Source: an optimization exercise on an open RTL-to-GDS flow (aim: small area, a short achievable clock period and few clock cycles per item). Production flows keep margins and buffers that such runs may drop. Function was checked by simulation only, so behaviour that the tests miss may differ from the original. Power figures rest on the tool's default switching activity, not on a simulated workload.

==> flow/design.v (outline; a module is shown in full before it is edited, if it fits) <==
// module Ascii2Nt: 21 lines
// module Nt2Param: 19 lines
// module DP_BRAM: 40 lines
// module DIR_MEM: 28 lines
// module mux_1OfN: 25 lines
// module GACTX_NWPE: 334 lines
// module GACTX_BTLogic: 249 lines
// module GACTX_ArrayTop: 950 lines
// module gactx_tile: 67 lines
module gactx_tile (
    input         clk,
    input         rst,
    input         start,
    input  [155:0] in_param,
    input         reverse_ref_in,
    input         reverse_query_in,
    input         complement_ref_in,
    input         complement_query_in,
    input  [3:0]  ref_length,
    input  [3:0]  query_length,
    output [3:0]  ref_bram_rd_addr,
    input  [7:0]  ref_bram_data_in,
    output [3:0]  query_bram_rd_addr,
    input  [7:0]  query_bram_data_in,
    input  [11:0] y_in,
    input         start_last,
    output [11:0] max_score,
    output [3:0]  H_offset,
    input  [3:0]  max_H_offset,
    output [3:0]  V_offset,
    input  [3:0]  max_V_offset,
    output [3:0]  ref_max_score_pos,
    output [3:0]  query_max_score_pos,
    output [7:0]  num_tb_steps,
    output [1:0]  dir,
    output        dir_valid,
    output        done
);
  // ...
==> flow/run.sh <==
#!/bin/bash
# synth_recipe.tcl (not shown) runs the flow's synth.tcl, then flattens the netlist and writes it again
# the make line also repeats each setting of config.mk as NAME=value (left out here)
make -C /OpenROAD-flow-scripts/flow DESIGN_CONFIG=/design/flow/config.mk WORK_HOME=/design/flow/orfs CLKGATE_MAP_FILE= SYNTH_SCRIPT=/design/flow/synth_recipe.tcl finish
==> flow/config.mk <==
export PLATFORM = sky130hd
export DESIGN_NAME = gactx_tile
export DESIGN_NICKNAME = gactx_tile
export VERILOG_FILES = /design/flow/design.v
export SDC_FILE = /design/flow/constraint.sdc
export NUM_CORES = 4
export LEC_CHECK = 0
export ABC_CLOCK_PERIOD_IN_PS = 4000
export CAP_MARGIN = 20
export CORE_MARGIN = 2
export CORE_UTILIZATION = 55
export SETUP_SLACK_MARGIN = 5
export SLEW_MARGIN = 20
==> flow/constraint.sdc <==
create_clock -name core_clock -period 10.0 [get_ports {clk}]
set_input_delay 2.0000 -clock core_clock [delete_from_list [all_inputs] [get_ports {clk}]]
set_output_delay 2.0000 -clock core_clock [all_outputs]
set_load 0.01 [all_outputs]
==> impl_metrics.json, run 1 <==
{
  "clock_tree_area_fraction_pct": 5.94,
  "synth_compound_area_share_pct": 16.2,
  "yosysSeqAreaShare_pct": 39.4,
  "via_per_inst": 6.40,
  "path_depth": 15,
  "hold_start": "u_array.compute_global_max_in_0",
  "critPathRequiredTime_ns": 10.75,
  "yosysMostFrequentCell": "nand2_1",
  "cp-startpoint": "u_array.start_pos_in_reg[0]",
  "cts.path.max_buffers": 4,
  "layout-drive-gt1-share_pct": 8.81,
  "comb_power_share_pct": 42.2,
  "placementRows": 182,
  "pg_clk_w": 0.0103,
  "clock_buffers": 404,
  "multi_input_area_share_pct": 51.0,
  "final_cell_mix": "2552 x nand2_1, 1880 x dfxtp_1, 1834 x a21oi_1",
  "num_vias": 120000,
  "hold_buffers": 0,
  "synth-simple-area-share_pct": 16.1,
  "dr.max_layer_used": "met5",
  "cp_max_fo": 27,
  "buffer_area_share_pct": 3.45,
  "cts_num_sinks": 2427,
  "switching_power_w": 0.0160,
  "cts_tree": "built",
  "status": "finished clean",
  "num-multi-input-gates": 11300,
  "port_buffers": 253,
  "comb-power_w": 0.0164,
  "signal_buffers": 591
}
Testbench counts, summed over its fixed seeds: cycles 13,887, tiles 192.
==> module GACTX_NWPE, before the edit <==
module GACTX_NWPE #(
    parameter WIDTH = 10,
    parameter REF_WIDTH = 10,
    parameter BT_BRAM_ADDR_WIDTH = 10,
    parameter QUERY_LEN_WIDTH = 10,
    parameter LOG_NUM_PE = 2,
    parameter PE_ID = 0
)(
    input  clk,                      
    input  rst,                      
    input [WIDTH-1:0] sub_A_in,
    input [WIDTH-1:0] sub_C_in,
    input [WIDTH-1:0] sub_G_in,
    input [WIDTH-1:0] sub_T_in,
    input [WIDTH-1:0] sub_N_in,
    input [WIDTH-1:0] gap_open_in,
    input [WIDTH-1:0] gap_extend_in,
    input [WIDTH-1:0] y_in,
    input set_param,
    input  [WIDTH-1:0] V_in,         
    input  [WIDTH-1:0] M_in,         
    input  [WIDTH-1:0] F_in,         
    input  [WIDTH-1:0] E_in,         
    input  [2:0] T_in,               
    input  [2:0] T_nxt,              
    input  init_in,                  
    input  [WIDTH-1:0] init_V,       
    input  [WIDTH-1:0] init_E,       
    input  [WIDTH-1:0] init_M,       
    input start_final,
    input [BT_BRAM_ADDR_WIDTH-1:0] max_ref_pos_in,
    input [BT_BRAM_ADDR_WIDTH-1:0] max_ref_mod_in,
    input [QUERY_LEN_WIDTH-1:0] max_query_mod_in,
    input [QUERY_LEN_WIDTH-1:0] max_stripe_num_in,
    input [LOG_NUM_PE-1:0] max_query_pos_in,
    input [1:0] max_pe_state_in,
    input last_query_sent,
    input compute_max_in,
    input compute_global_max_in,
    input last,
    input last_in,
    input [WIDTH-1:0] global_max_in,
    input [WIDTH-1:0] max_with_y,
    input [REF_WIDTH-1:0] start_pos,
    input [REF_WIDTH-1:0] stop_pos,
    input [REF_WIDTH-1:0] ref_length,
    input [QUERY_LEN_WIDTH-1:0] query_length,
    input start_increment,
    input start_transmit_in,
    input [BT_BRAM_ADDR_WIDTH-1:0] current_position,
    output wire [WIDTH-1:0] global_max_out,
    output reg [BT_BRAM_ADDR_WIDTH-1:0] max_ref_pos_out,
    output reg [BT_BRAM_ADDR_WIDTH-1:0] max_ref_mod_out,
    output reg [LOG_NUM_PE-1:0] max_query_pos_out,
    output reg [QUERY_LEN_WIDTH-1:0] max_query_mod_out,
    output reg [1:0] max_pe_state_out,
    output reg [QUERY_LEN_WIDTH-1:0] max_stripe_num_out,
    output reg start_transmit_out,
    output reg compute_max_out,
    output reg compute_global_max_out,
    output reg last_out,
    output wire [WIDTH-1:0] V_out,        
    output wire [WIDTH-1:0] E_out,        
    output wire [WIDTH-1:0] F_out,        
    output wire [WIDTH-1:0] M_out,        
    output wire [WIDTH-1:0] Fg_out,       
    output wire [WIDTH-1:0] Mg_out,       
    output wire [2:0] T_out,              
    output wire [2:0] T_nxt_out,          
    output wire init_out,                 
    output reg dir_valid,
    output wire [BT_BRAM_ADDR_WIDTH-1:0] dir_addr, 
    output reg signed [3:0] dir, 
    output wire max_with_y_out,
    output reg [REF_WIDTH-1:0] curr_ref_mod
    );
    localparam ZERO=0, MATCH=3, VER=1, HOR=2;
    reg [2:0] T;
    reg signed [WIDTH-1:0] V_diag;
    reg signed [WIDTH-1:0] F_diag;
    reg signed [WIDTH-1:0] E_diag;
    reg signed [WIDTH-1:0] V;
    reg signed [WIDTH-1:0] M;
    reg signed [WIDTH-1:0] F;
    reg signed [WIDTH-1:0] Mg;
    reg signed [WIDTH-1:0] Eg;
    reg signed [WIDTH-1:0] Fg;
    reg signed [WIDTH-1:0] rew;
    reg signed [WIDTH-1:0] rew_nxt;
    reg signed [WIDTH-1:0] max_V;
    reg store_S;
    reg init;
    reg reg_last;
    reg [BT_BRAM_ADDR_WIDTH-1:0] curr_ref_pos;
    reg [QUERY_LEN_WIDTH-1:0] stripe_num;
    reg [QUERY_LEN_WIDTH-1:0] curr_query_mod;
    reg [REF_WIDTH-1:0] curr_start_pos;
    reg [REF_WIDTH-1:0] prev_start_pos;
    reg signed [WIDTH-1:0] sub_A;
    reg signed [WIDTH-1:0] sub_C;
    reg signed [WIDTH-1:0] sub_G;
    reg signed [WIDTH-1:0] sub_T;
    wire signed [WIDTH-1:0] sub_N = sub_N_in;
    wire signed [WIDTH-1:0] gap_open = gap_open_in;
    wire signed [WIDTH-1:0] gap_extend = gap_extend_in;
    reg signed [WIDTH-1:0] match_score;
    reg signed [WIDTH-1:0] match_scoreF;
    reg signed [WIDTH-1:0] match_scoreE;
    reg signed [WIDTH-1:0] match_scoreV;
    reg signed [WIDTH-1:0] new_E;
    reg signed [WIDTH-1:0] new_M;
    reg signed [WIDTH-1:0] new_F;
    reg signed [WIDTH-1:0] new_V;
    reg [3:0] new_dir;
    reg signed [WIDTH-1:0] global_max_out_reg;
    reg [1:0] pe_state;
    reg [1:0] last_pe_state;
    reg compute_global_max_in_reg;
    reg stop_last_query_sent;
    assign global_max_out = global_max_out_reg;
    assign V_out = V;
    assign M_out = M;
    assign E_out = {WIDTH{1'b0}};
    assign Mg_out = Mg;
    assign Fg_out = Fg;
    assign F_out = F;
    assign T_out = T;
    assign T_nxt_out = (rst || set_param) ? T : T_in;
    assign init_out = init;
    assign store_S_out = store_S;
    assign dir_addr = curr_ref_pos-1;
    always @(*) begin
        case (T_nxt)
            3'b000 : rew_nxt = sub_N;
            3'b001 : rew_nxt = sub_A;
            3'b010 : rew_nxt = sub_C;
            3'b011 : rew_nxt = sub_G;
            3'b100 : rew_nxt = sub_T;
            default : rew_nxt = 0;
        endcase
    end
    always @(posedge clk) begin
        rew <= rew_nxt;
    end
    reg signed [WIDTH-1:0] ga, gb, gc, gd;
    reg e_sel, f_sel, m_ge_a, m_ge_b, m_ge_c, m_ge_d, c_ge_a, c_ge_b, d_ge_a, d_ge_b;
    reg m_ge_E, m_ge_F, F_ge_E;
    reg signed [WIDTH-1:0] new_Eg, new_Fg, new_Mg;
    always @(*) begin
        ga = Mg;         
        gb = Eg;         
        gc = M_in;       
        gd = F_in;       
        match_score = V_diag + rew;
        new_Mg = V_diag + rew + gap_open;
        e_sel  = (ga >= gb);
        f_sel  = (gc >= gd);
        m_ge_a = (match_score >= ga);
        m_ge_b = (match_score >= gb);
        m_ge_c = (match_score >= gc);
        m_ge_d = (match_score >= gd);
        c_ge_a = (gc >= ga);
        c_ge_b = (gc >= gb);
        d_ge_a = (gd >= ga);
        d_ge_b = (gd >= gb);
        new_E = e_sel ? ga : gb;
        new_F = f_sel ? gc : gd;
        new_Eg = e_sel ? (ga + gap_extend) : (gb + gap_extend);
        new_Fg = f_sel ? (gc + gap_extend) : (gd + gap_extend);
        new_dir[3] = e_sel;
        new_dir[2] = f_sel;
        m_ge_E = e_sel ? m_ge_a : m_ge_b;
        m_ge_F = f_sel ? m_ge_c : m_ge_d;
        F_ge_E = f_sel ? (e_sel ? c_ge_a : c_ge_b) : (e_sel ? d_ge_a : d_ge_b);
        if (m_ge_E && m_ge_F) begin
            new_V = match_score;
            pe_state = MATCH;
            new_dir[1:0] = 3;
        end
        else if (F_ge_E) begin
            new_V = new_F;
            pe_state = VER;
            new_dir[1:0] = 1;
        end
        else begin
            new_V = new_E;
            pe_state = HOR;
            new_dir[1:0] = 2;
        end
    end
    always @(posedge clk) begin
        if (!rst && !set_param && init_in)
            last_pe_state <= pe_state;
    end
    always @(posedge clk) begin
        if (rst) begin
            max_ref_pos_out <= 0;
            max_ref_mod_out <= 0;
            max_query_mod_out <= 0;
            max_pe_state_out <= 0;
            max_V <= 0;
            max_stripe_num_out <= 0;
        end
        else if ((init == 1'b1) && ((reg_last == 1'b1) || (stop_last_query_sent==0 &&  $signed(V) >= $signed(max_V)))) begin
            max_ref_pos_out <= curr_ref_pos - 1;
            max_ref_mod_out <= curr_ref_mod - 1;
            max_query_mod_out <= curr_query_mod - 1;
            max_pe_state_out <= last_pe_state;
            max_V <= V;
            max_stripe_num_out <= stripe_num;
        end
        else if (compute_max_in) begin
            if ((($signed(max_V) < $signed(V_in)) || (last_in == 1'b1)) && (reg_last == 1'b0)) begin
                max_ref_pos_out <= max_ref_pos_in;
                max_ref_mod_out <= max_ref_mod_in;
                max_query_mod_out <= max_query_mod_in;
                max_pe_state_out <= max_pe_state_in;
                max_stripe_num_out <= max_stripe_num_in;
            end
        end
    end
    always @(posedge clk) begin
        if (rst) begin
            T <= 0;
            V_diag <= 0;
            F_diag <= 0;
            E_diag <= 0;
            V <= 0;
            store_S <= 0;
            init <= 0;
            dir <= 0;
            dir_valid <= 0;
            curr_ref_pos <= 0;
            curr_ref_mod <= 0;
            prev_start_pos <= 0;
            curr_start_pos <= 0;
            curr_query_mod <= 0;
            max_query_pos_out <= PE_ID;
            compute_max_out <= 0;
            compute_global_max_out <= 0;
            reg_last <= 0;
            stripe_num <= -1;
            stop_last_query_sent <= 0;
        end 
        else if (set_param) begin
            sub_A <= sub_A_in;
            sub_C <= sub_C_in;
            sub_G <= sub_G_in;
            sub_T <= sub_T_in;
            reg_last <= last;
            init <= 0; 
            dir_valid <= 0;
            curr_start_pos <= start_pos;
            prev_start_pos <= curr_start_pos;
            curr_ref_pos <= current_position;
            curr_ref_mod <= start_pos;
            curr_query_mod <= curr_query_mod + 1;
            V <= init_V;
            Eg <= init_E + gap_extend_in;
            Mg <= init_M + gap_open_in;
            stop_last_query_sent <= last_query_sent;
            stripe_num <= stripe_num +1;
            F_diag <= (2'b11) << (WIDTH-2);
            E_diag <= (2'b11) << (WIDTH-2);
            if((curr_query_mod==0 && PE_ID==0)) begin
                V_diag <= init_V - gap_open_in;
            end
            else if(start_pos == 0) begin
                V_diag <= init_V - gap_extend_in;
            end
            else begin
                V_diag <= (2'b11) << (WIDTH-2);
            end
        end 
        else begin
            init <= init_in;
            T <= T_in;
            compute_max_out <= compute_max_in;
            compute_global_max_out <= compute_global_max_in;
            last_out <= (reg_last | last_in);
            compute_global_max_in_reg <= compute_global_max_in;
            start_transmit_out <= start_transmit_in;
            if (init_in) begin
                Eg <= new_Eg;
                Fg <= new_Fg;
                Mg <= new_Mg;
                F <= new_F;
                M <= match_score;
                V_diag <= V_in;
                F_diag <= F_in;
                E_diag <= E_in;
                V <= new_V;
                dir <= new_dir;
                dir_valid <= 1;
                curr_ref_mod <= curr_ref_mod + 1;
                curr_ref_pos <= curr_ref_pos +1;
            end 
            else if (compute_max_in) begin
                if (((($signed(max_V) >= $signed(V_in)) || (reg_last == 1'b1))) && (last_in == 1'b0)) begin
                    V <= max_V;
                    max_query_pos_out <= PE_ID;
                end
                else begin
                    max_query_pos_out <= max_query_pos_in;
                    V <= V_in; 
                end
                dir_valid <= 0;
            end 
            else begin
                dir_valid <= 0;
            end
        end
    end
    generate
        assign max_with_y_out = ($signed(V) >= $signed(max_with_y)) ? 1 : 0;
    endgenerate
    always@(posedge clk) begin
        if(rst) begin
            global_max_out_reg <= 0;
        end
        else if (!set_param) begin
            if(compute_global_max_in ==1) begin
                if($signed(global_max_in) >= $signed(V) && $signed(global_max_in) > $signed(global_max_out)) begin
                    global_max_out_reg <= global_max_in;
                end
                else begin
                    if($signed(global_max_out) < $signed(V) && $signed(global_max_in) < $signed(V)) begin
                        global_max_out_reg <= V;
                    end
                end
            end
        end
    end
endmodule
==> module GACTX_ArrayTop, before the edit <==
module GACTX_ArrayTop #(
    parameter NUM_PE = 32,
    parameter LOG_NUM_PE = 5,
    parameter REF_LEN_WIDTH = 10,
    parameter QUERY_LEN_WIDTH = 10,
    parameter PE_WIDTH = 8,
    parameter PARAM_ADDR_WIDTH = 10,
    parameter BT_BRAM_ADDR_WIDTH = 22 - LOG_NUM_PE
)(
    input  clk,         
    input  rst,        
    input start,
    input [13*PE_WIDTH-1:0] in_param,
    input reverse_ref_in,
    input reverse_query_in,
    input complement_ref_in,
    input complement_query_in,
    input [REF_LEN_WIDTH-1:0] ref_length,
    input [QUERY_LEN_WIDTH-1:0] query_length,
    output reg [REF_LEN_WIDTH-1:0] ref_bram_rd_addr, 
    input [7:0] ref_bram_data_in,
    output reg [PARAM_ADDR_WIDTH-1:0] query_bram_rd_addr,
    input [7:0] query_bram_data_in,
    input [PE_WIDTH-1:0] y_in, 
    input start_last,
    output reg [PE_WIDTH-1:0] max_score,
    output [REF_LEN_WIDTH-1:0] H_offset,
    input [REF_LEN_WIDTH-1:0] max_H_offset,
    output [QUERY_LEN_WIDTH-1:0] V_offset,
    input [QUERY_LEN_WIDTH-1:0] max_V_offset,
    output reg [REF_LEN_WIDTH-1:0] ref_max_score_pos,
    output reg [QUERY_LEN_WIDTH-1:0] query_max_score_pos,
    output [(REF_LEN_WIDTH + (QUERY_LEN_WIDTH - LOG_NUM_PE))+LOG_NUM_PE-1:0] num_tb_steps,
    output wire [1:0] dir,
    output wire dir_valid,
    output done);
    localparam PARAM_WIDTH = 4 * PE_WIDTH;
    localparam V_FIFO_DEPTH_WIDTH = REF_LEN_WIDTH;
    localparam M_FIFO_DEPTH_WIDTH = REF_LEN_WIDTH;
    localparam F_FIFO_DEPTH_WIDTH = REF_LEN_WIDTH;
    reg first_query_block;
    reg global_max_fifo_rd_en;
    reg [NUM_PE-1:0] set_param;
    reg [NUM_PE-1:0] last;
    wire [PARAM_WIDTH-1:0] param;
    wire [PARAM_WIDTH-1:0] param_out;
    reg [REF_LEN_WIDTH-1:0] curr_ref_len;
    reg [QUERY_LEN_WIDTH-1:0] curr_query_len;
    reg reverse_query, reverse_ref;
    reg complement_query, complement_ref;
    reg rst_pe[NUM_PE-1:0];
    reg [3:0] state;
    reg prev_continue;
    always @(posedge clk) prev_continue <= (state == STREAM_CONTINUE);
    wire [3:0] ref_nt; 
    wire [3:0] query_nt; 
    wire [4*NUM_PE-1:0] select_dir_data_in;
    wire [PE_WIDTH-1:0] sub_A_in;
    wire [PE_WIDTH-1:0] sub_C_in;
    wire [PE_WIDTH-1:0] sub_G_in;
    wire [PE_WIDTH-1:0] sub_T_in;
    reg [PE_WIDTH-1:0] sub_N_in;
    wire [PE_WIDTH-1:0] y; 
    wire [PE_WIDTH-1:0] F_in[0:NUM_PE-1];
    wire [2:0] T_in[0:NUM_PE-1];
    wire [2:0] T_nxt[0:NUM_PE-1];
    wire [2:0] T_nxt_out[0:NUM_PE-1];
    wire [PE_WIDTH-1:0] Fg_out[0:NUM_PE-1];
    wire [PE_WIDTH-1:0] Mg_out[0:NUM_PE-1];
    wire [PE_WIDTH-1:0] V_in[0:NUM_PE-1];
    wire [PE_WIDTH-1:0] M_in[0:NUM_PE-1];
    wire [PE_WIDTH-1:0] E_in[0:NUM_PE-1];
    wire [PE_WIDTH-1:0] F_out[0:NUM_PE-1];
    wire [2:0] T_out[0:NUM_PE-1];
    wire [PE_WIDTH-1:0] V_out[0:NUM_PE-1];
    wire [PE_WIDTH-1:0] M_out[0:NUM_PE-1];
    wire [PE_WIDTH-1:0] E_out[0:NUM_PE-1];
    reg [PE_WIDTH-1:0] reg_init_V;
    wire [PE_WIDTH-1:0] init_V;
    wire [PE_WIDTH-1:0] init_M;
    wire [PE_WIDTH-1:0] init_E;
    wire [3:0] pe_dir [0:NUM_PE-1];
    wire [BT_BRAM_ADDR_WIDTH-1:0] pe_dir_addr [0:NUM_PE-1];
    wire [BT_BRAM_ADDR_WIDTH-1:0] bt_current_addr [0:NUM_PE-1];
    wire pe_dir_valid [0:NUM_PE-1];
    wire pe_dir_valid_y_drop [0:NUM_PE-1];
    wire init_in [0:NUM_PE-1];
    wire init_out [0:NUM_PE-1];
    wire start_transmit_out [0:NUM_PE-1];
    wire start_transmit_in [0:NUM_PE-1];
    wire [BT_BRAM_ADDR_WIDTH-1:0] max_ref_pos_in [0:NUM_PE-1];
    wire [BT_BRAM_ADDR_WIDTH-1:0] max_ref_pos_out [0:NUM_PE-1];
    wire [BT_BRAM_ADDR_WIDTH-1:0] max_ref_mod_in [0:NUM_PE-1];
    wire [BT_BRAM_ADDR_WIDTH-1:0] max_ref_mod_out [0:NUM_PE-1];
    wire [LOG_NUM_PE-1:0] max_query_pos_in [0:NUM_PE-1];
    wire [LOG_NUM_PE-1:0] max_query_pos_out [0:NUM_PE-1];
    wire [QUERY_LEN_WIDTH-1:0] max_query_mod_in [0:NUM_PE-1];
    wire [QUERY_LEN_WIDTH-1:0] max_query_mod_out [0:NUM_PE-1];
    wire [QUERY_LEN_WIDTH-1:0] max_stripe_num_out [0:NUM_PE-1];
    wire [QUERY_LEN_WIDTH-1:0] max_stripe_num_in [0:NUM_PE-1];
    wire [1:0] max_pe_state_in [0:NUM_PE-1];
    wire [1:0] max_pe_state_out [0:NUM_PE-1];
    wire max_with_y_out [0:NUM_PE-1];
    wire [PE_WIDTH-1:0] global_max_in [0:NUM_PE-1];
    wire [PE_WIDTH-1:0] global_max_out [0:NUM_PE-1];
    wire compute_global_max_in [0:NUM_PE-1];
    wire compute_global_max_out [0:NUM_PE-1];
    wire compute_max_in [0:NUM_PE-1];
    wire compute_max_out [0:NUM_PE-1];
    wire last_in [0:NUM_PE-1];
    wire last_out [0:NUM_PE-1];
    wire stall;
    wire [BT_BRAM_ADDR_WIDTH-1:0] bt_bram_addr[0:NUM_PE-1];
    wire [3:0] bt_bram_data_out[0:NUM_PE-1];
    wire V_intern_fifo_wr_en;
    wire [PE_WIDTH-1:0] V_intern_fifo_wr_data_in;
    wire [PE_WIDTH-1:0] V_intern_fifo_rd_data_out;
    wire F_intern_fifo_wr_en;
    wire [PE_WIDTH-1:0] F_intern_fifo_wr_data_in;
    wire [PE_WIDTH-1:0] F_intern_fifo_rd_data_out;
    wire E_intern_fifo_wr_en;
    wire [PE_WIDTH-1:0] E_intern_fifo_wr_data_in;
    wire [PE_WIDTH-1:0] E_intern_fifo_rd_data_out;
    wire M_intern_fifo_wr_en;
    wire [PE_WIDTH-1:0] M_intern_fifo_wr_data_in;
    wire [PE_WIDTH-1:0] M_intern_fifo_rd_data_out;
    wire bt_logic_start;
    wire [BT_BRAM_ADDR_WIDTH-1:0] bt_logic_max_score_addr;
    wire [BT_BRAM_ADDR_WIDTH-1:0] bt_logic_max_score_mod_addr;
    wire [LOG_NUM_PE-1:0] bt_logic_max_score_pe;
    wire [1:0] bt_logic_max_score_pe_state;
    wire [3:0] bt_logic_input_dir;
    wire [3:0] bt_logic_input_dir_diag;
    wire [BT_BRAM_ADDR_WIDTH-1:0] bt_logic_next_addr;
    wire [BT_BRAM_ADDR_WIDTH-1:0] bt_logic_next_addr_diag;
    wire [LOG_NUM_PE-1:0] bt_logic_next_pe;
    wire [LOG_NUM_PE-1:0] bt_logic_next_pe_diag;
    wire bt_logic_addr_valid;
    wire [1:0] bt_logic_dir_out;
    wire [REF_LEN_WIDTH-1:0] bt_logic_H_offset;
    wire [REF_LEN_WIDTH-1:0] bt_logic_V_offset;
    wire bt_logic_dir_valid;
    wire bt_logic_done;
    reg [REF_LEN_WIDTH-1:0] bt_ref_length;
    wire[BT_BRAM_ADDR_WIDTH+LOG_NUM_PE-1:0] bt_logic_num_tb_steps;
    wire [REF_LEN_WIDTH-1:0] bt_start_pos;
    wire [REF_LEN_WIDTH-1:0] bt_next_stop_pos;
    wire [QUERY_LEN_WIDTH-1:0] bt_max_stripe_num;
    wire [REF_LEN_WIDTH-1:0] bt_start_pos_addr;
    wire [REF_LEN_WIDTH-1:0] bt_next_stop_pos_addr;
    wire start_final;
    wire stop_final;
    wire stop;
    wire [QUERY_LEN_WIDTH-1:0] rd_start_pos_counter;
    wire [QUERY_LEN_WIDTH-1:0] wr_start_pos_counter;
    wire wr_start_pos_en;
    wire [REF_LEN_WIDTH-1:0] start_pos_in;
    wire [REF_LEN_WIDTH-1:0] start_pos_out;
    reg [REF_LEN_WIDTH-1:0] start_pos_in_reg;
    reg wr_start_pos_en_reg;
    reg state_wr_en_reg;
    reg [QUERY_LEN_WIDTH-1:0] wr_start_pos_counter_reg;
    wire [QUERY_LEN_WIDTH-1:0] rd_stop_pos_counter;
    wire [QUERY_LEN_WIDTH-1:0] wr_stop_pos_counter;
    wire wr_stop_pos_en;
    wire [REF_LEN_WIDTH-1:0] stop_pos_in;
    wire [REF_LEN_WIDTH-1:0] stop_pos_out;
    reg [REF_LEN_WIDTH-1:0] stop_pos_in_reg;
    reg wr_stop_pos_en_reg;
    reg [QUERY_LEN_WIDTH-1:0] wr_stop_pos_counter_reg;
    reg max_val_for_stop[NUM_PE-1:0];
    reg [PE_WIDTH-1:0] global_max;  
    reg [PE_WIDTH-1:0] reg_y;  
    reg [PE_WIDTH-1:0] global_max_in_0;
    reg [PE_WIDTH-1:0] F_in_0;
    reg [PE_WIDTH-1:0] E_in_0;
    reg [PE_WIDTH-1:0] V_in_0;
    reg [PE_WIDTH-1:0] M_in_0;
    reg [PE_WIDTH-1:0] Mg_in_0;
    reg [PE_WIDTH-1:0] Fg_in_0;
    reg [3:0] T_in_0;
    reg last_query_sent;
    reg init_in_0;
    reg delayed_init_in_0;
    reg delayed_compute_global_max_in_0;
    reg compute_max_in_0;
    reg compute_global_max_in_0;
    reg first_start;
    reg first_element_first_query_block;
    reg [PE_WIDTH-1:0] gap_open;
    reg [PE_WIDTH-1:0] gap_extend;
    reg [1:0]first_element_start; 
    reg [REF_LEN_WIDTH-1:0] first_pe_counter;
    wire [PE_WIDTH-1:0] max_with_y;
    reg stop_prev;
    wire [REF_LEN_WIDTH-1:0] start_pos_pe [NUM_PE-1:0];
    wire [REF_LEN_WIDTH-1:0] V_dpbram_waddr;  
    wire [REF_LEN_WIDTH-1:0] F_dpbram_waddr;  
    wire [REF_LEN_WIDTH-1:0] E_dpbram_waddr;  
    wire [REF_LEN_WIDTH-1:0] M_dpbram_waddr;  
    reg [REF_LEN_WIDTH-1:0] start_pos;
    reg [REF_LEN_WIDTH-1:0] prev_start_pos;
    reg [REF_LEN_WIDTH-1:0] stop_pos;
    reg start_done;
    reg stop_done;
    reg [BT_BRAM_ADDR_WIDTH-1:0] current_position;
    Ascii2Nt ref_ascii2nt
    (
        .ascii(ref_bram_data_in),
        .complement(complement_ref),
        .nt(ref_nt)
    );
    Ascii2Nt query_ascii2nt (
        .ascii(query_bram_data_in),
        .complement(complement_query),
        .nt(query_nt)
    );
    Nt2Param #(
        .PE_WIDTH(PE_WIDTH)
    ) query_nt2param (
        .nt(query_nt),
        .in_param(in_param),
        .out_param(param_out)
    );
    genvar k;
    integer t;
    localparam WAIT=0, READ_PARAM_FIFO=1, SET_PARAM=2, STREAM_REF_START=3, STREAM_REF=4, STREAM_REF_STOP=5, STREAM_CONTINUE=6, STREAM_REF_DONE=7, COMPUTE_MAX_START=8, COMPUTE_MAX_WAIT=9, BT_START=10, BT_WAIT=11, DONE=12;
    generate
        genvar k1;
        genvar k2;
        for (k1=0;k1<LOG_NUM_PE;k1=k1+1) begin: gen_levels
            for (k2=0;k2 < 2**(LOG_NUM_PE - k1 -1); k2=k2+1) begin: gen_nodes
                wire in1;
                wire in2;
                wire out;
                if(k1 == 0) begin
                    assign in1 = max_with_y_out[k2*2];
                    assign in2 = max_with_y_out[k2*2 + 1];
                end
                else begin
                    assign in1 = gen_levels[k1-1].gen_nodes[k2*2].out;
                    assign in2 = gen_levels[k1-1].gen_nodes[k2*2+1].out;
                end
                assign out = in1 | in2;
            end
        end
        assign stop = gen_levels[LOG_NUM_PE-1].gen_nodes[0].out;
    endgenerate
    assign dir = bt_logic_dir_out; 
    assign dir_valid = bt_logic_dir_valid;
    assign param = (curr_query_len > query_length) ? 0 : param_out;
    assign done = (state == BT_WAIT) && bt_logic_done;
    assign H_offset = bt_logic_H_offset;
    assign V_offset = bt_logic_V_offset;
    assign num_tb_steps = bt_logic_num_tb_steps;
    assign init_V = (start_pos == 0) ? reg_init_V : ((2'b11) << (PE_WIDTH-2));  
    assign init_M = ((2'b11) << (PE_WIDTH-2));
    assign y = y_in;
    reg [PE_WIDTH-1:0] max_with_y_r;
    always @(posedge clk) max_with_y_r <= global_max_out[NUM_PE-1] - y_in;
    assign max_with_y = max_with_y_r;
    assign start_final = ~stop_prev & stop;
    assign stop_final = stop_prev & ~stop;
    always@(posedge clk) begin
        if(stop == 1 || stop == 0) begin
            stop_prev<=stop;
        end
        else begin  
            stop_prev <= 0;
        end
    end
    always@(posedge clk) begin 
        reg_y <= y_in;
        global_max <= global_max_out[NUM_PE-1];
        if(rst) begin
            start_pos <=0;
            start_pos_in_reg <= 0;
            stop_pos <= ref_length;
            start_done <= 0;
            stop_done <= 1;
        end
        else begin
            if(state == WAIT) begin
                start_pos <=0;
                start_pos_in_reg <= 0;
                stop_pos <= ref_length;
            end
            else if(state == STREAM_REF || state == STREAM_CONTINUE) begin
                if((first_query_block && (start_pos_pe[0]-1)==0) || (~first_query_block && ((start_final == 1 && stop_done == 1) || (init_out[0]==1 && stop ==1 && stop_done==1 && start_pos_pe[0]-1 >=start_pos && start_pos_pe[0]-1 <= stop_pos)))) begin
                    start_pos <= start_pos_pe[0]-1;
                    start_pos_in_reg <= start_pos_pe[0]-1;
                    wr_start_pos_en_reg <= 1;
                    stop_done <= 0;
                    start_done <= 1;
                end
                else begin
                    if(start_done==1) begin
                        if(stop_final==1 &&(first_query_block || start_pos_pe[0]>=stop_pos+1)) begin
                            stop_pos <= start_pos_pe[0]-1;
                            stop_pos_in_reg <= start_pos_pe[0]-1;
                            wr_stop_pos_en_reg <= 1;
                            stop_done <= 1;
                            start_done <= 0;
                        end
                        else if(stop==0 && start_pos_pe[0]-1>=stop_pos) begin
                            stop_pos <= start_pos_pe[0]-1;
                            stop_pos_in_reg <= start_pos_pe[0]-1;
                            wr_stop_pos_en_reg <= 1;
                            stop_done <= 1;
                            start_done <= 0;
                        end
                        else if(start_pos_pe[0] >= ref_length) begin
                            stop_pos <= ref_length -1;
                            stop_pos_in_reg <= ref_length-1;
                            wr_stop_pos_en_reg <= 1;
                            stop_done <= 1;
                            start_done <= 0;
                        end
                    end
                    else begin
                        wr_start_pos_en_reg <= 0;
                        wr_stop_pos_en_reg <= 0;
                    end
                end
            end
        end
    end
    always @(posedge clk) begin
      if (rst) begin
          set_param <= 0;
          last <= 0;
          first_query_block <= 1'b0;
          first_element_first_query_block <= 1'b0;
          curr_query_len <= 0;
          init_in_0 <= 0;
          compute_global_max_in_0 <= 0;
          wr_start_pos_counter_reg <= 0;
          wr_stop_pos_counter_reg <= 0;
          ref_max_score_pos <=0;
          query_max_score_pos <= 0;
          ref_bram_rd_addr <= 0;
          query_bram_rd_addr <= 0;
      end
      else begin
          delayed_init_in_0 <= init_in_0;
          delayed_compute_global_max_in_0 <= compute_global_max_in_0;
          case(state)
              WAIT: begin
                  bt_ref_length <= ref_length;
                  reverse_query <= reverse_query_in;
                  reverse_ref <= reverse_ref_in;
                  complement_query <= complement_query_in;
                  complement_ref <= complement_ref_in;
                  sub_N_in <= in_param[3*PE_WIDTH-1-:PE_WIDTH];
                  gap_open <= in_param[2*PE_WIDTH-1-:PE_WIDTH];
                  gap_extend <= in_param[PE_WIDTH-1:0];
                  first_query_block <= 1'b1;
                  first_start <= 1'b0;
                  last_query_sent <= 0;
                  ref_max_score_pos <=0;
                  query_max_score_pos <= 0;
                  if (start) begin
                      wr_start_pos_counter_reg <= 0;
                      wr_stop_pos_counter_reg <= 0;
                      prev_start_pos <= 0;
                      if (reverse_query_in) begin
                          query_bram_rd_addr <= query_length - 1;
                      end
                      else begin
                          query_bram_rd_addr <= 0;
                      end
                      reg_init_V <= in_param[2*PE_WIDTH-1-:PE_WIDTH];
                      current_position <= 0;
                  end
              end
              READ_PARAM_FIFO: begin
                  wr_start_pos_counter_reg <= 0;
                  wr_stop_pos_counter_reg <= 0;
                  prev_start_pos <= 0;
                  if (reverse_query) begin
                      query_bram_rd_addr <= query_length - 1;
                  end
                  else begin
                      query_bram_rd_addr <= 0;
                  end
                  reg_init_V <= gap_open;
                  if(first_query_block == 1) begin
                      current_position <= 0;
                  end
              end
              SET_PARAM: begin
                  if (reverse_query) begin
                      query_bram_rd_addr <= query_bram_rd_addr - 1;
                  end
                  else begin
                      query_bram_rd_addr <= query_bram_rd_addr + 1;
                  end
                  curr_query_len <= curr_query_len + 1;
                  if (curr_query_len == query_length) begin
                      last_query_sent <= 1;
                  end
                  if (set_param == 0) begin
                      state_wr_en_reg <= 1;
                      set_param <= 1;
                      if ((start_last == 1'b1) && (curr_query_len + 1 == query_length)) begin
                          last <= 1;
                      end
                      else begin
                          last <= 0;
                      end
                  end
                  else begin
                      state_wr_en_reg <= 0;
                      prev_start_pos <= start_pos;
                      set_param <= (set_param << 1);
                      reg_init_V <= reg_init_V + gap_extend;
                      if ((start_last == 1'b1) && (curr_query_len + 1 == query_length)) begin
                          last <= (set_param << 1);
                      end
                      else begin
                          last <= 0;
                      end
                  end
              end
              STREAM_REF_START: begin
                  first_element_start <= 2'd2;
                  set_param <= 0;
                  last <= 0;
                  curr_ref_len <= start_pos +1;
                  if (reverse_ref) begin
                      ref_bram_rd_addr <= ref_length - 1 - start_pos;
                  end
                  else begin
                      ref_bram_rd_addr <= start_pos;
                  end
                  global_max_fifo_rd_en <= 1;
                  first_pe_counter <= start_pos;
              end
              STREAM_REF: begin
                  init_in_0 <= 1;
                  compute_global_max_in_0 <= 1;
                  curr_ref_len <= curr_ref_len + 1;
                  if(first_element_start == 2'd2) begin
                      first_element_start <= 2'd1;
                      first_element_first_query_block <=1;
                  end
                  else if(first_element_start== 2'd1)begin
                      first_element_start <= 0;
                      first_element_first_query_block <= 0;
                  end
                  else begin
                      first_start <= 1'b0;
                      first_element_first_query_block <= 0;
                  end
                  if (reverse_ref) begin
                      ref_bram_rd_addr <= ref_bram_rd_addr - 1;
                  end
                  else begin
                      ref_bram_rd_addr <= ref_bram_rd_addr + 1;
                  end
                  first_pe_counter <= first_pe_counter + 1;
              end
              STREAM_CONTINUE: begin
                  init_in_0 <= 0;              
                  first_query_block <= 0;
                  first_pe_counter <= first_pe_counter + 1;
              end
              STREAM_REF_STOP: begin
                  init_in_0 <= 0;              
                  compute_global_max_in_0 <= 0;
                  first_query_block <= 0;
                  current_position <= current_position + stop_pos - prev_start_pos + 1;
                  wr_start_pos_counter_reg <= wr_start_pos_counter_reg +1;
                  wr_stop_pos_counter_reg <= wr_stop_pos_counter_reg +1;
                  reg_init_V <= reg_init_V + gap_extend;
              end
              COMPUTE_MAX_WAIT: if (compute_max_out[NUM_PE-1] == 1'b1) begin
                  max_score <= V_out[NUM_PE-1];
                  ref_max_score_pos <= max_ref_mod_out[NUM_PE-1];
                  query_max_score_pos <= (max_query_mod_out[NUM_PE-1] << LOG_NUM_PE) + max_query_pos_out[NUM_PE-1];
              end
          endcase
      end
  end
  assign stall = 0;
  genvar j;
  assign {sub_A_in, sub_C_in, sub_G_in, sub_T_in} = param;
  assign init_E = ((2'b11) << (PE_WIDTH-2));  
  assign compute_max_in[0] = compute_max_in_0;
  assign last_in[0] = 0;
  assign max_ref_pos_in[0] = 0;
  assign max_ref_mod_in[0] = 0;
  assign max_query_pos_in[0] = 0;
  assign max_query_mod_in[0] = 0;
  assign max_pe_state_in[0] = 0;
  assign max_stripe_num_in[0] = 0;
  assign E_in[0] = E_in_0;
  assign F_in[0] = Fg_in_0;
  assign V_in[0] = V_in_0;
  assign M_in[0] = Mg_in_0;
  assign T_in[0] = T_in_0; 
  assign T_nxt[0] = rst ? 3'd0 : ref_nt[2:0];
  assign init_in[0] = delayed_init_in_0; 
  assign compute_global_max_in[0] = delayed_compute_global_max_in_0;
  assign global_max_in[0] = global_max_in_0;
  always @(posedge clk) begin
      if (rst) begin
          E_in_0 <= 0;
          F_in_0 <= 0;
          Fg_in_0 <= 0 + gap_extend;
          T_in_0 <= 0;
          compute_max_in_0 <= 0;
      end
      else begin          
          if(first_query_block) begin
              E_in_0 <= (2'b11) << (PE_WIDTH-2);
              F_in_0 <= (2'b11) << (PE_WIDTH-2);
              Fg_in_0 <= ((2'b11) << (PE_WIDTH-2)) + gap_extend;
              M_in_0 <= (2'b11) << (PE_WIDTH-2);
              Mg_in_0 <= ((2'b11) << (PE_WIDTH-2)) + gap_open;
              global_max_in_0 <= 0;
              if(state == STREAM_REF_START || state == WAIT || state == READ_PARAM_FIFO || state == SET_PARAM || first_element_start==2'd2) begin
                  V_in_0 <= 0;
              end
              else begin
                  if(first_element_first_query_block == 1'b1) begin
                      V_in_0 <= V_in_0 + gap_open;
                  end
                  else begin
                      V_in_0 <= V_in_0 + gap_extend;
                  end
              end
          end
          else if(state == COMPUTE_MAX_START) begin
              E_in_0 <= E_intern_fifo_rd_data_out;
              F_in_0 <= F_intern_fifo_rd_data_out;
              Fg_in_0 <= F_intern_fifo_rd_data_out + gap_extend;
              V_in_0 <= 0;
              global_max_in_0 <= 0;
          end
          else begin
              if(first_pe_counter < stop_pos+2) begin
                  E_in_0 <= E_intern_fifo_rd_data_out;
                  F_in_0 <= F_intern_fifo_rd_data_out;
                  Fg_in_0 <= F_intern_fifo_rd_data_out + gap_extend;
                  V_in_0 <= V_intern_fifo_rd_data_out;
                  M_in_0 <= M_intern_fifo_rd_data_out;
                  Mg_in_0 <= M_intern_fifo_rd_data_out + gap_open;
              end
              else begin
                  E_in_0 <= ((2'b11) << (PE_WIDTH-2));
                  F_in_0 <= ((2'b11) << (PE_WIDTH-2));
                  Fg_in_0 <= ((2'b11) << (PE_WIDTH-2)) + gap_extend;
                  V_in_0 <= ((2'b11) << (PE_WIDTH-2));
                  M_in_0 <= ((2'b11) << (PE_WIDTH-2));
                  Mg_in_0 <= ((2'b11) << (PE_WIDTH-2)) + gap_open;
              end
          end
          T_in_0 <= ref_nt; 
          compute_max_in_0 <= (state == COMPUTE_MAX_START);
      end
  end
  generate
  for (j = 0; j < NUM_PE; j = j+1)
  begin: rst_pe_gen
      always @(posedge clk) begin
          if (rst) begin
              rst_pe[j] <= 1;
          end
          else begin
              rst_pe[j] <= 0;
          end
      end
  end
  endgenerate
  generate
  for (j = 1; j < NUM_PE; j=j+1) 
  begin:systolic_connections
      assign F_in[j] = Fg_out[j-1]; 
      assign E_in[j] = E_out[j-1]; 
      assign M_in[j] = Mg_out[j-1]; 
      assign T_in[j] = T_out[j-1]; 
      assign T_nxt[j] = T_nxt_out[j-1];
      assign V_in[j] = V_out[j-1]; 
      assign compute_global_max_in[j] = compute_global_max_out[j-1];
      assign compute_max_in[j] = compute_max_out[j-1];
      assign last_in[j] = last_out[j-1];
      assign max_ref_pos_in[j] = max_ref_pos_out[j-1];
      assign max_ref_mod_in[j] = max_ref_mod_out[j-1];
      assign max_query_pos_in[j] = max_query_pos_out[j-1]; 
      assign max_query_mod_in[j] = max_query_mod_out[j-1]; 
      assign max_pe_state_in[j] = max_pe_state_out[j-1];
      assign max_stripe_num_in[j] = max_stripe_num_out[j-1];
      assign init_in[j] = init_out[j-1];
      assign global_max_in[j] = global_max_out[j-1];
  end
  endgenerate
  generate
  for (k = 0; k < NUM_PE; k = k + 1) 
  begin:pe_gen 
  GACTX_NWPE #(
          .WIDTH(PE_WIDTH),
          .REF_WIDTH(REF_LEN_WIDTH),
          .BT_BRAM_ADDR_WIDTH(BT_BRAM_ADDR_WIDTH),
          .QUERY_LEN_WIDTH(QUERY_LEN_WIDTH),
          .LOG_NUM_PE(LOG_NUM_PE),
          .PE_ID(k)
      ) inst_nwpe (
          .clk (clk),
          .rst (rst_pe[k]),
          .sub_A_in (sub_A_in),
          .sub_C_in (sub_C_in),
          .sub_G_in (sub_G_in),
          .sub_N_in (sub_N_in),
          .sub_T_in (sub_T_in),
          .gap_extend_in (gap_extend),
          .gap_open_in (gap_open),
          .y_in(reg_y),
          .set_param (set_param[k]),
          .start_increment(pe_dir_valid_y_drop[k]),
          .E_in (E_in[k]),
          .F_in (F_in[k]),
          .T_in (T_in[k]),
          .T_nxt (T_nxt[k]),
          .T_nxt_out (T_nxt_out[k]),
          .Fg_out (Fg_out[k]),
          .Mg_out (Mg_out[k]),
          .V_in (V_in[k]),
          .M_in (M_in[k]),
          .init_E (init_E),
          .init_V (init_V),
          .init_M (init_M),
          .init_in (init_in[k]),
          .start_transmit_in(start_transmit_in[k]),
          .start_transmit_out(start_transmit_out[k]),
          .start_final(start_final),
          .max_stripe_num_in(max_stripe_num_in[k]),
          .max_stripe_num_out(max_stripe_num_out[k]),
          .max_ref_pos_in (max_ref_pos_in[k]),
          .max_ref_mod_in (max_ref_mod_in[k]),
          .max_query_pos_in (max_query_pos_in[k]),
          .max_query_mod_in (max_query_mod_in[k]),
          .max_pe_state_in (max_pe_state_in[k]),
          .compute_max_in(compute_max_in[k]),
          .last (last[k]),
          .last_in (last_in[k]),
          .global_max_in (global_max_in[k]),
          .max_with_y(max_with_y),
          .compute_global_max_in (compute_global_max_in[k]),
          .start_pos(start_pos),
          .stop_pos(stop_pos),
          .ref_length(ref_length),
          .query_length(query_length),
          .current_position(current_position),
          .global_max_out (global_max_out[k]),
          .max_ref_pos_out (max_ref_pos_out[k]),
          .max_ref_mod_out (max_ref_mod_out[k]),
          .max_query_pos_out (max_query_pos_out[k]),
          .max_query_mod_out (max_query_mod_out[k]),
          .max_pe_state_out (max_pe_state_out[k]),
          .last_query_sent(last_query_sent),
          .compute_max_out(compute_max_out[k]),
          .compute_global_max_out (compute_global_max_out[k]),
          .last_out (last_out[k]),
          .E_out (E_out[k]),
          .F_out (F_out[k]),
          .T_out (T_out[k]),
          .V_out (V_out[k]),
          .M_out (M_out[k]),
          .init_out (init_out[k]),
          .dir_addr (pe_dir_addr[k]),
          .dir_valid (pe_dir_valid[k]),
          .dir (pe_dir[k]),
          .max_with_y_out(max_with_y_out[k]),
          .curr_ref_mod(start_pos_pe[k])
      );
  end
  endgenerate
  generate
  for (k = 0; k < NUM_PE; k = k + 1) 
  begin:bram_dir_gen
      assign pe_dir_valid_y_drop[k] = pe_dir_valid[k] & ((k==0) ? start_transmit_in[1] : start_transmit_out[k]);
  end
  endgenerate
  generate
  for (j = 2; j < NUM_PE; j=j+1) 
  begin:systolic_transmit_connections
      assign start_transmit_in[j] = start_transmit_out[j-1];
  end
  endgenerate
  generate
    assign start_transmit_in[1] = ((first_query_block && (start_pos_pe[0]-1)==0) || (~first_query_block && ((start_final == 1 && stop_done == 1 && start_pos_pe[0]-1 < stop_pos+1) || (init_out[0]==1 && stop ==1 && stop_done==1 && start_pos_pe[0]-1 >=start_pos && start_pos_pe[0]-1<=stop_pos)))) | start_done;
  endgenerate
  wire [1:0] bt_rd_a [0:NUM_PE-1];
  wire [1:0] bt_rd_b [0:NUM_PE-1];
  generate
  for (k = 0; k < NUM_PE; k = k + 1) 
  begin:bram_gen
      DIR_MEM #(
          .ADDR_WIDTH(BT_BRAM_ADDR_WIDTH),
          .USED(48)  
      ) bt_dp_bram (
      .clk(clk),
      .rst(rst),
      .waddr(pe_dir_addr[k]),
      .wr_en(pe_dir_valid[k]),
      .data_in(pe_dir[k]),
      .raddr_a(bt_logic_next_addr),
      .raddr_b((k == NUM_PE-1) ? bt_logic_next_addr_diag : (bt_logic_next_addr - 1'b1)),
      .data_a(bt_rd_a[k]),
      .data_b(bt_rd_b[k]));
  end
  endgenerate
  assign bt_logic_input_dir = {bt_rd_a[bt_logic_next_pe], 2'b00};
  assign bt_logic_input_dir_diag = {2'b00, bt_rd_b[bt_logic_next_pe_diag]};
  assign wr_start_pos_en = wr_start_pos_en_reg | state_wr_en_reg;
  assign start_pos_in  = start_pos_in_reg;
  assign wr_start_pos_counter = wr_start_pos_counter_reg;
  DP_BRAM #(
      .ADDR_WIDTH(REF_LEN_WIDTH),
      .DATA_WIDTH(REF_LEN_WIDTH),
      .ASYNC_READ(1),
      .USED(4)  
  ) start_pos_dpbram
  (
      .clk(clk),
      .rst(rst),
      .raddr(bt_start_pos_addr),
      .waddr(wr_start_pos_counter),
      .wr_en(wr_start_pos_en),
      .data_in(start_pos_in),
      .data_out(bt_start_pos)
  );
  assign wr_stop_pos_en = wr_stop_pos_en_reg | state_wr_en_reg;
  assign stop_pos_in  = stop_pos_in_reg;
  assign wr_stop_pos_counter = wr_stop_pos_counter_reg;
  DP_BRAM #(
      .ADDR_WIDTH(REF_LEN_WIDTH),
      .DATA_WIDTH(REF_LEN_WIDTH),
      .ASYNC_READ(1),
      .USED(4)  
  ) stop_pos_dpbram
  (
      .clk(clk),
      .rst(rst),
      .raddr(bt_next_stop_pos_addr),
      .waddr(wr_stop_pos_counter),
      .wr_en(wr_stop_pos_en),
      .data_in(stop_pos_in),
      .data_out(bt_next_stop_pos)
  );
  assign V_intern_fifo_wr_en = init_out[NUM_PE-1];
  assign V_intern_fifo_wr_data_in = V_out[NUM_PE-1];
  assign V_dpbram_waddr = start_pos_pe[NUM_PE-1]-1;
  DP_BRAM #(
      .ADDR_WIDTH(REF_LEN_WIDTH),
      .DATA_WIDTH(PE_WIDTH),
      .USED(15)  
  ) V_dpbram
  (
      .clk(clk),
      .rst(rst),
      .raddr(first_pe_counter),
      .waddr(V_dpbram_waddr),
      .wr_en(V_intern_fifo_wr_en),
      .data_in(V_intern_fifo_wr_data_in),
      .data_out(V_intern_fifo_rd_data_out)
  );
  assign M_intern_fifo_wr_en = init_out[NUM_PE-1]; 
  assign M_intern_fifo_wr_data_in = M_out[NUM_PE-1];
  assign M_dpbram_waddr = start_pos_pe[NUM_PE-1]-1;
  DP_BRAM #(
      .ADDR_WIDTH(REF_LEN_WIDTH),
      .DATA_WIDTH(PE_WIDTH),
      .USED(15)  
  ) M_dpbram
  (
      .clk(clk),
      .rst(rst),
      .raddr(first_pe_counter),
      .waddr(M_dpbram_waddr),
      .wr_en(M_intern_fifo_wr_en),
      .data_in(M_intern_fifo_wr_data_in),
      .data_out(M_intern_fifo_rd_data_out)
  );
  assign F_intern_fifo_wr_en = init_out[NUM_PE-1];
  assign F_intern_fifo_wr_data_in = F_out[NUM_PE-1];
  assign F_dpbram_waddr = start_pos_pe[NUM_PE-1]-1;
  DP_BRAM #(
      .ADDR_WIDTH(REF_LEN_WIDTH),
      .DATA_WIDTH(PE_WIDTH),
      .USED(15)  
  ) F_dpbram
  (
      .clk(clk),
      .rst(rst),
      .raddr(first_pe_counter),
      .waddr(F_dpbram_waddr),
      .wr_en(F_intern_fifo_wr_en),
      .data_in(F_intern_fifo_wr_data_in),
      .data_out(F_intern_fifo_rd_data_out)
  );
  assign E_intern_fifo_wr_en = init_out[NUM_PE-1];
  assign E_intern_fifo_wr_data_in = E_out[NUM_PE-1];
  assign E_dpbram_waddr = start_pos_pe[NUM_PE-1]-1;
  DP_BRAM #(
      .ADDR_WIDTH(REF_LEN_WIDTH),
      .DATA_WIDTH(PE_WIDTH),
      .USED(15)  
  ) E_dpbram
  (
      .clk(clk),
      .rst(rst),
      .raddr(first_pe_counter),
      .waddr(E_dpbram_waddr),
      .wr_en(E_intern_fifo_wr_en),
      .data_in(E_intern_fifo_wr_data_in),
      .data_out(E_intern_fifo_rd_data_out)
  );
  assign bt_logic_start = (state == COMPUTE_MAX_WAIT) && (compute_max_out[NUM_PE-1] == 1'b1);
  assign bt_logic_max_score_addr = max_ref_pos_out[NUM_PE-1];
  assign bt_logic_max_score_mod_addr = max_ref_mod_out[NUM_PE-1];
  assign bt_logic_max_score_pe = max_query_pos_out[NUM_PE-1];
  assign bt_logic_max_score_pe_state = max_pe_state_out[NUM_PE-1];  
  assign bt_max_stripe_num = max_stripe_num_out[NUM_PE-1];
  GACTX_BTLogic #(
      .ADDR_WIDTH(BT_BRAM_ADDR_WIDTH),
      .REF_LEN_WIDTH(REF_LEN_WIDTH),
      .LOG_NUM_PE(LOG_NUM_PE)
  ) inst_bt_logic (
      .clk(clk),
      .rst(rst),
      .start(bt_logic_start),
      .ref_length(bt_ref_length),
      .max_score_addr(bt_logic_max_score_addr),
      .max_score_mod_addr(bt_logic_max_score_mod_addr),
      .max_score_pe(bt_logic_max_score_pe),
      .max_score_pe_state(bt_logic_max_score_pe_state),
      .input_dir(bt_logic_input_dir),
      .input_dir_diag(bt_logic_input_dir_diag),
      .start_pos(bt_start_pos),
      .next_stop_pos(bt_next_stop_pos),
      .max_stripe_num(bt_max_stripe_num),
      .start_pos_addr(bt_start_pos_addr),
      .next_stop_pos_addr(bt_next_stop_pos_addr),
      .next_addr(bt_logic_next_addr),
      .next_pe(bt_logic_next_pe),
      .next_addr_diag(bt_logic_next_addr_diag),
      .next_pe_diag(bt_logic_next_pe_diag),
      .addr_valid(bt_logic_addr_valid),
      .dir(bt_logic_dir_out),
      .dir_valid(bt_logic_dir_valid),
      .H_offset(bt_logic_H_offset),
      .max_H_offset(max_H_offset),
      .V_offset(bt_logic_V_offset),
      .max_V_offset(max_V_offset),
      .num_tb_steps(bt_logic_num_tb_steps),
      .done(bt_logic_done)
  );
  always @(posedge clk) begin
      if(rst) begin
          state <= WAIT;
      end
      else begin
          case (state)
              WAIT: begin
                  if (start) begin
                      state <= SET_PARAM;
                  end
              end
              READ_PARAM_FIFO: begin
                  state <= SET_PARAM;
              end
              SET_PARAM: begin
                  if (set_param[NUM_PE-2] == 1) begin
                      state <= STREAM_REF_START;
                  end
              end
              STREAM_REF_START: begin
                  state <= STREAM_REF;
              end
              STREAM_REF: begin
                  if(start_done==1) begin
                      if(stop_final==1 &&(first_query_block || start_pos_pe[0]-1>=stop_pos)) begin
                          state <= STREAM_REF_STOP;
                      end
                      else if(stop==0 && start_pos_pe[0]-1>=stop_pos) begin
                          state <= STREAM_REF_STOP;
                      end
                      else if(start_pos_pe[0] >= ref_length) begin
                          state <= STREAM_REF_STOP;
                      end
                      else if (curr_ref_len >= ref_length) begin
                          state <= STREAM_CONTINUE;
                      end
                  end
                  else if(curr_ref_len >= ref_length && stop_done==1) begin
                      state <= STREAM_REF_STOP;
                  end
              end
              STREAM_CONTINUE: begin
                  if(start_done==1) begin
                      if(stop_final==1 &&(first_query_block || start_pos_pe[0]-1>=stop_pos)) begin
                          state <= STREAM_REF_STOP;
                      end
                      else if(stop==0 && start_pos_pe[0]-1>=stop_pos) begin
                          state <= STREAM_REF_STOP;
                      end
                      else if(start_pos_pe[0] >= ref_length) begin
                          state <= STREAM_REF_STOP;
                      end
                  end
              end
              STREAM_REF_STOP: begin
                  if (curr_query_len >= query_length) begin
                      if (prev_continue)
                          state <= COMPUTE_MAX_START;
                      else
                          state <= STREAM_REF_DONE;
                  end
                  else begin
                      state <= SET_PARAM;
                  end
              end
              STREAM_REF_DONE: begin
                  state <= COMPUTE_MAX_START;
              end
              COMPUTE_MAX_START: begin
                  state <= COMPUTE_MAX_WAIT;
              end
              COMPUTE_MAX_WAIT: begin
                  if (compute_max_out[NUM_PE-1] == 1'b1) begin
                      state <= BT_WAIT;
                  end
              end
              BT_START: begin
                  state <= BT_WAIT;
              end
              BT_WAIT: begin
                  if (bt_logic_done) begin
                      state <= WAIT;
                  end
              end
              DONE: begin
                  state <= WAIT;
              end
          endcase
      end
  end
endmodule
==> run 2: changes to the inputs <==
--- a/flow/design.v
+++ b/flow/design.v
@@ -143,7 +143,5 @@
     input  rst,                      
-    input [WIDTH-1:0] sub_A_in,
-    input [WIDTH-1:0] sub_C_in,
-    input [WIDTH-1:0] sub_G_in,
-    input [WIDTH-1:0] sub_T_in,
-    input [WIDTH-1:0] sub_N_in,
+    input [13*WIDTH-1:0] in_param,
+    input [3:0] q_nt_in,
+    input q_zero_in,
     input [WIDTH-1:0] gap_open_in,
@@ -231,7 +229,17 @@
     reg [REF_WIDTH-1:0] prev_start_pos;
-    reg signed [WIDTH-1:0] sub_A;
-    reg signed [WIDTH-1:0] sub_C;
-    reg signed [WIDTH-1:0] sub_G;
-    reg signed [WIDTH-1:0] sub_T;
-    wire signed [WIDTH-1:0] sub_N = sub_N_in;
+    reg [3:0] q_nt;
+    reg q_zero;
+    wire [4*WIDTH-1:0] q_param;
+    Nt2Param #(
+        .PE_WIDTH(WIDTH)
+    ) q_nt2param (
+        .nt(q_nt),
+        .in_param(in_param),
+        .out_param(q_param)
+    );
+    wire signed [WIDTH-1:0] sub_A = q_zero ? {WIDTH{1'b0}} : q_param[4*WIDTH-1-:WIDTH];
+    wire signed [WIDTH-1:0] sub_C = q_zero ? {WIDTH{1'b0}} : q_param[3*WIDTH-1-:WIDTH];
+    wire signed [WIDTH-1:0] sub_G = q_zero ? {WIDTH{1'b0}} : q_param[2*WIDTH-1-:WIDTH];
+    wire signed [WIDTH-1:0] sub_T = q_zero ? {WIDTH{1'b0}} : q_param[WIDTH-1:0];
+    wire signed [WIDTH-1:0] sub_N = in_param[3*WIDTH-1-:WIDTH];
     wire signed [WIDTH-1:0] gap_open = gap_open_in;
@@ -327,2 +335,4 @@
     end
+    wire maxV_ge_Vin = ($signed(max_V) >= $signed(V_in));
+    wire gin_ge_V = ($signed(global_max_in) >= $signed(V));
     always @(posedge clk) begin
@@ -345,3 +355,3 @@
         else if (compute_max_in) begin
-            if ((($signed(max_V) < $signed(V_in)) || (last_in == 1'b1)) && (reg_last == 1'b0)) begin
+            if (((!maxV_ge_Vin) || (last_in == 1'b1)) && (reg_last == 1'b0)) begin
                 max_ref_pos_out <= max_ref_pos_in;
@@ -378,6 +388,4 @@
         else if (set_param) begin
-            sub_A <= sub_A_in;
-            sub_C <= sub_C_in;
-            sub_G <= sub_G_in;
-            sub_T <= sub_T_in;
+            q_nt <= q_nt_in;
+            q_zero <= q_zero_in;
             reg_last <= last;
@@ -431,3 +439,3 @@
             else if (compute_max_in) begin
-                if (((($signed(max_V) >= $signed(V_in)) || (reg_last == 1'b1))) && (last_in == 1'b0)) begin
+                if ((((maxV_ge_Vin) || (reg_last == 1'b1))) && (last_in == 1'b0)) begin
                     V <= max_V;
@@ -455,3 +463,3 @@
             if(compute_global_max_in ==1) begin
-                if($signed(global_max_in) >= $signed(V) && $signed(global_max_in) > $signed(global_max_out)) begin
+                if(gin_ge_V && $signed(global_max_in) > $signed(global_max_out)) begin
                     global_max_out_reg <= global_max_in;
@@ -459,3 +467,3 @@
                 else begin
-                    if($signed(global_max_out) < $signed(V) && $signed(global_max_in) < $signed(V)) begin
+                    if($signed(global_max_out) < $signed(V) && !gin_ge_V) begin
                         global_max_out_reg <= V;
@@ -1326,7 +1334,5 @@
           .rst (rst_pe[k]),
-          .sub_A_in (sub_A_in),
-          .sub_C_in (sub_C_in),
-          .sub_G_in (sub_G_in),
-          .sub_N_in (sub_N_in),
-          .sub_T_in (sub_T_in),
+          .in_param (in_param),
+          .q_nt_in (query_nt),
+          .q_zero_in (curr_query_len > query_length),
           .gap_extend_in (gap_extend),
==> run 2 against run 1 <==
Still clean on timing, DRC and antenna. Critical path depth down 4. Maximum frequency up 1.0%. Die area down 0.37%. Worst hold slack worse by 0.022 ns. Core utilization down 0.35 points. Total power down 8.6%. Final cell count up 1.0%. Worst setup slack better by 0.050 ns. Synthesized cell count up 2.8%. Critical endpoint is now u_array.inst_bt_logic.next_pe_state[1]. Largest power group unchanged.
==> impl_metrics.json, run 2 <==
{
  "status": "finished clean",
  "start_kind": "flip-flop",
  "nFillCells": 20900,
  "final_cell_mix": "2363 x nand2_1, 1881 x dfxtp_1, 1719 x a21oi_1",
  "final_hold_viol_count": 0,
  "cts.path.max_buffers": 3,
  "critPathCaptureType": "flip-flop",
  "yosys.area.top_type": "dfxtp_1",
  "synth_seq_cells": 2239,
  "core_sq_um": 246000,
  "crit_family": "compound AO/OA/AOI/OAI gates",
  "grt-busiest-layer": "met2",
  "yosys_warnings": 17,
  "largest_reg_flops": 768,
  "gr-usage-all-layers_pct": 39.9,
  "grt_setup_unrepaired": "yes",
  "die_w_um": 502,
  "grt_pass1_vias": 119000,
  "fin_crit_ns": 4.90,
  "drt_iter0_markers": 14700,
  "pin_count": 256,
  "cts_root_buf": "clkbuf_16",
  "layout-drive-gt1-share_pct": 9.93,
  "min_path_type": "flip-flop to flip-flop",
  "fin_crit_sh_pct": 49.0,
  "crit_arrival_ns": 5.57,
  "via_per_inst": 6.52,
  "cts_num_sinks": 2239,
  "top_register": "u_array.bram_gen.bt_dp_bram.mem",
  "place.gp.congestion": 1.01,
  "cts_tree": "built",
  "syn_avg_cell_area_sq_um": 8.63,
  "port_buffers": 253,
  "clk_pin_slew_ns": 0.06,
  "multi_input_area_sq_um": 82300,
  "start_util_pct": 55.4,
  "grt.met2_usage_pct": 62.0,
  "area_growth_pct": 11.0,
  "p_leak_nw": 57.8,
  "max_stage_delay_ns": 0.84,
  "cpMostUsedCell": "nand3_1",
  "antenna_left": 0,
  "slew_violations": 0,
  "worstPathCellList": "buf_12 -> buf_4 -> mux4_2 -> nand2_1 -> nand3_1 -> nand3_1 -> o21ai_0 -> a221oi_1 -> o2111a_1 -> nor4_1 -> a221o_1",
  "synth_edf_count": 332,
  "netlist.area_leader.share_pct": 28.0,
  "ys_types": 109,
  "cp_max_fo": 76,
  "nNetsFinal": 16900,
  "overflow": 0,
  "setup_tns_ns": 0,
  "cts_made_buffers": 235,
  "synth_ff_type": "dfxtp_1",
  "yosysSeqAreaShare_pct": 35.4,
  "critPathRequiredTime_ns": 10.67,
  "final_common_cell": "nand2_1",
  "synth_fp_nets": 17200,
  "firstDrtPassIters": 7,
  "hold_buffers": 0,
  "dp_hpwl_um": 363000,
  "met3_usage_pct": 8.24,
  "final_util_pct": 61.5,
  "antenna_found_initial": 22,
  "maxSlewHeadroom_pct": 4.73,
  "max-vdd-ir-drop_mv": 0.216,
  "clk_latency_ns": 0.95,
  "routedWlPerCell_um": 27.4,
  "use_met1_pct": 50.3,
  "fmax_ghz": 0.204,
  "wl_um": 521000,
  "netlist_area_sq_um": 136000,
  "powerDensity_nw_per_um2": 235,
  "die_h_um": 502,
  "drv_cap": 0,
  "tightest_slew_ns": 1.43,
  "yosysMostFrequentCell": "nand2_1",
  "num_vias": 124000,
  "grt_first_pass_wirelength_um": 759000,
  "crit_slowest_cell": "a221oi_1",
  "yosys-top-cells-area": "dfxtp_1 28%, ha_1 10%, edfxtp_1 7.3%, nand2_1 6.5%, a21oi_1 6.4%",
  "grt_max_degree": 255,
  "setup_viol": 0,
  "crit_buf_inv": 2,
  "syn_inst": 15800,
  "htreeDepth": 4,
  "dieArea_sq_um": 252000,
  "fin_skew_ns": 0.116,
  "synthArstFlopShare_pct": 0,
  "route.detailed.drc": 0,
  "synth_common_cells": "2365 x nand2_1, 1907 x dfxtp_1, 1731 x a21oi_1",
  "placementRows": 182,
  "critPathKind": "flip-flop to flip-flop",
  "seqCellArea_sq_um": 48200
}
## run 2: cell count changes after synthesis, sizes merged, moves of 46 or more
cell	before	now
a21oi	1845	1736
a22o	34	81
a22oi	61	162
clkbuf	802	951
edfxtp	520	332
mux2	64	150
mux2i	615	698
nand2	2555	2366
nor2	971	1140
nor2b	221	267
o22ai	41	151
## run 2: per-layer routing
layer,wire length [um],up-vias,part of all wire [%]
li1,-,55800,-
met1,203000,59800,39
met2,229000,6461,44
met3,49500,1619,9.5
met4,39200,10,7.5
met5,67,-,0.013
## run 2: layout make-up
cell class	instances	area share, %
antenna	12	0.0199
inverter	650	1.61
clock inverter	111	1.07
sequential	2239	31.9
multi-input combinational	11800	54.4
tap	3220	2.67
clock buffer	339	4.61
timing repair buffer	631	3.71
## run 2: cells by family (layout without fill, tap and decap cells)
kind of cell               count (synthesis)  in the layout  synth area share, %
other                                      0             12                    0
AOI/OAI and AO/OA                       3868           3869                 17.4
xor gates and xnor gates                 411            411                 2.64
DFF                                     2239           2239                 35.4
muxes                                   1194           1195                 12.1
buffers and inverters                   1775           1731                 4.98
adders and majority gates               1175           1175                 11.0
and+or+nand+nor                         5117           5118                 16.5
## run 2: timing repair
item	in CTS	in global routing
pin swaps	8	32
cloned	1	2
resized for setup	37	88
setup endpoints to repair	65	76
setup buffers	10	28
## run 2: report_power, final
| group | internal (W) | switching (W) |
|---|---|---|
| Sequential | 0.00997 | 0.00105 |
| Combinational | 0.00539 | 0.00958 |
| Clock | 0.00555 | 0.00398 |
## run 2: worst paths after layout
kind                            depth (start not counted)  slack (ns)                                         endpoint                                    startpoint
worst max-delay path                                   11        5.10           u_array.inst_bt_logic.next_pe_state[1]            u_array.inst_bt_logic.next_addr[0]
worst min-delay path                                    2        0.42  u_array.pe_gen[3].inst_nwpe.max_pe_state_out[0]  u_array.pe_gen[3].inst_nwpe.last_pe_state[0]
worst max register to register                         11        5.10           u_array.inst_bt_logic.next_pe_state[1]            u_array.inst_bt_logic.next_addr[0]
worst min register to register                          2        0.42  u_array.pe_gen[3].inst_nwpe.max_pe_state_out[0]  u_array.pe_gen[3].inst_nwpe.last_pe_state[0]
## run 2: worst min-delay path, cell delays in order (launching register included)
cell	delay, ns
edfxtp_1	0.33
mux2i_1	0.07
nor2_1	0.07
## run 2: metrics by stage
| step | setup WS [ns] | hold slack (ns) | std cells | cell area, sq um | power, W |
|---|---|---|---|---|---|
| 2_1_floorplan | 5.00 | 0.409 | 15800 | 136000 | 0.0199 |
| 3_3_place_gp | 4.27 | 0.415 | 18500 | 142000 | 0.0247 |
| 3_5_place_dp | 4.16 | 0.429 | 18500 | 142000 | 0.0251 |
| 4_1_cts | 5.02 | 0.422 | 18900 | 150000 | 0.0348 |
| 5_1_grt | 4.86 | 0.444 | 19000 | 151000 | 0.0370 |
| 6_report | 5.10 | 0.421 | 19000 | 151000 | 0.0355 |
Testbench counts of run 2, summed over its fixed seeds: cycles 13,887, tiles 192.

## separate check: timing with driven ports
The results above use ideal ports. As a check the final layouts listed here were re-extracted and re-timed, cells and wires unchanged.
Step 1 sets driving cells, clkbuf_16 on the clock port and buf_2 on the other inputs (assumed; they add their load-dependent delay and slew).
Step 2 also shifts input and output timing later by t, the mid clock arrival at the registers, as if the neighbouring blocks saw the same clock.
Slacks: no drivers / after step 1 / after step 2; pairs: no drivers / after step 1.
| run | t (ns) | setup slack, ns | hold slack, ns | worst setup path at the end | cell pins on the clock port's net |
|---|---|---|---|---|---|
| run 1 | 1.010 | 5.050 / 5.050 / 4.278 | 0.444 / 0.444 / 0.444 | input to register | 1 |
| run 2 | 1.006 | 5.100 / 5.060 / 4.359 | 0.421 / 0.422 / 0.422 | input to register | 1 |
After both steps every run listed still meets setup and hold. The setup slack of run 1, which loses most, moves by 0.000 ns with the drivers and by -0.772 ns with both steps.
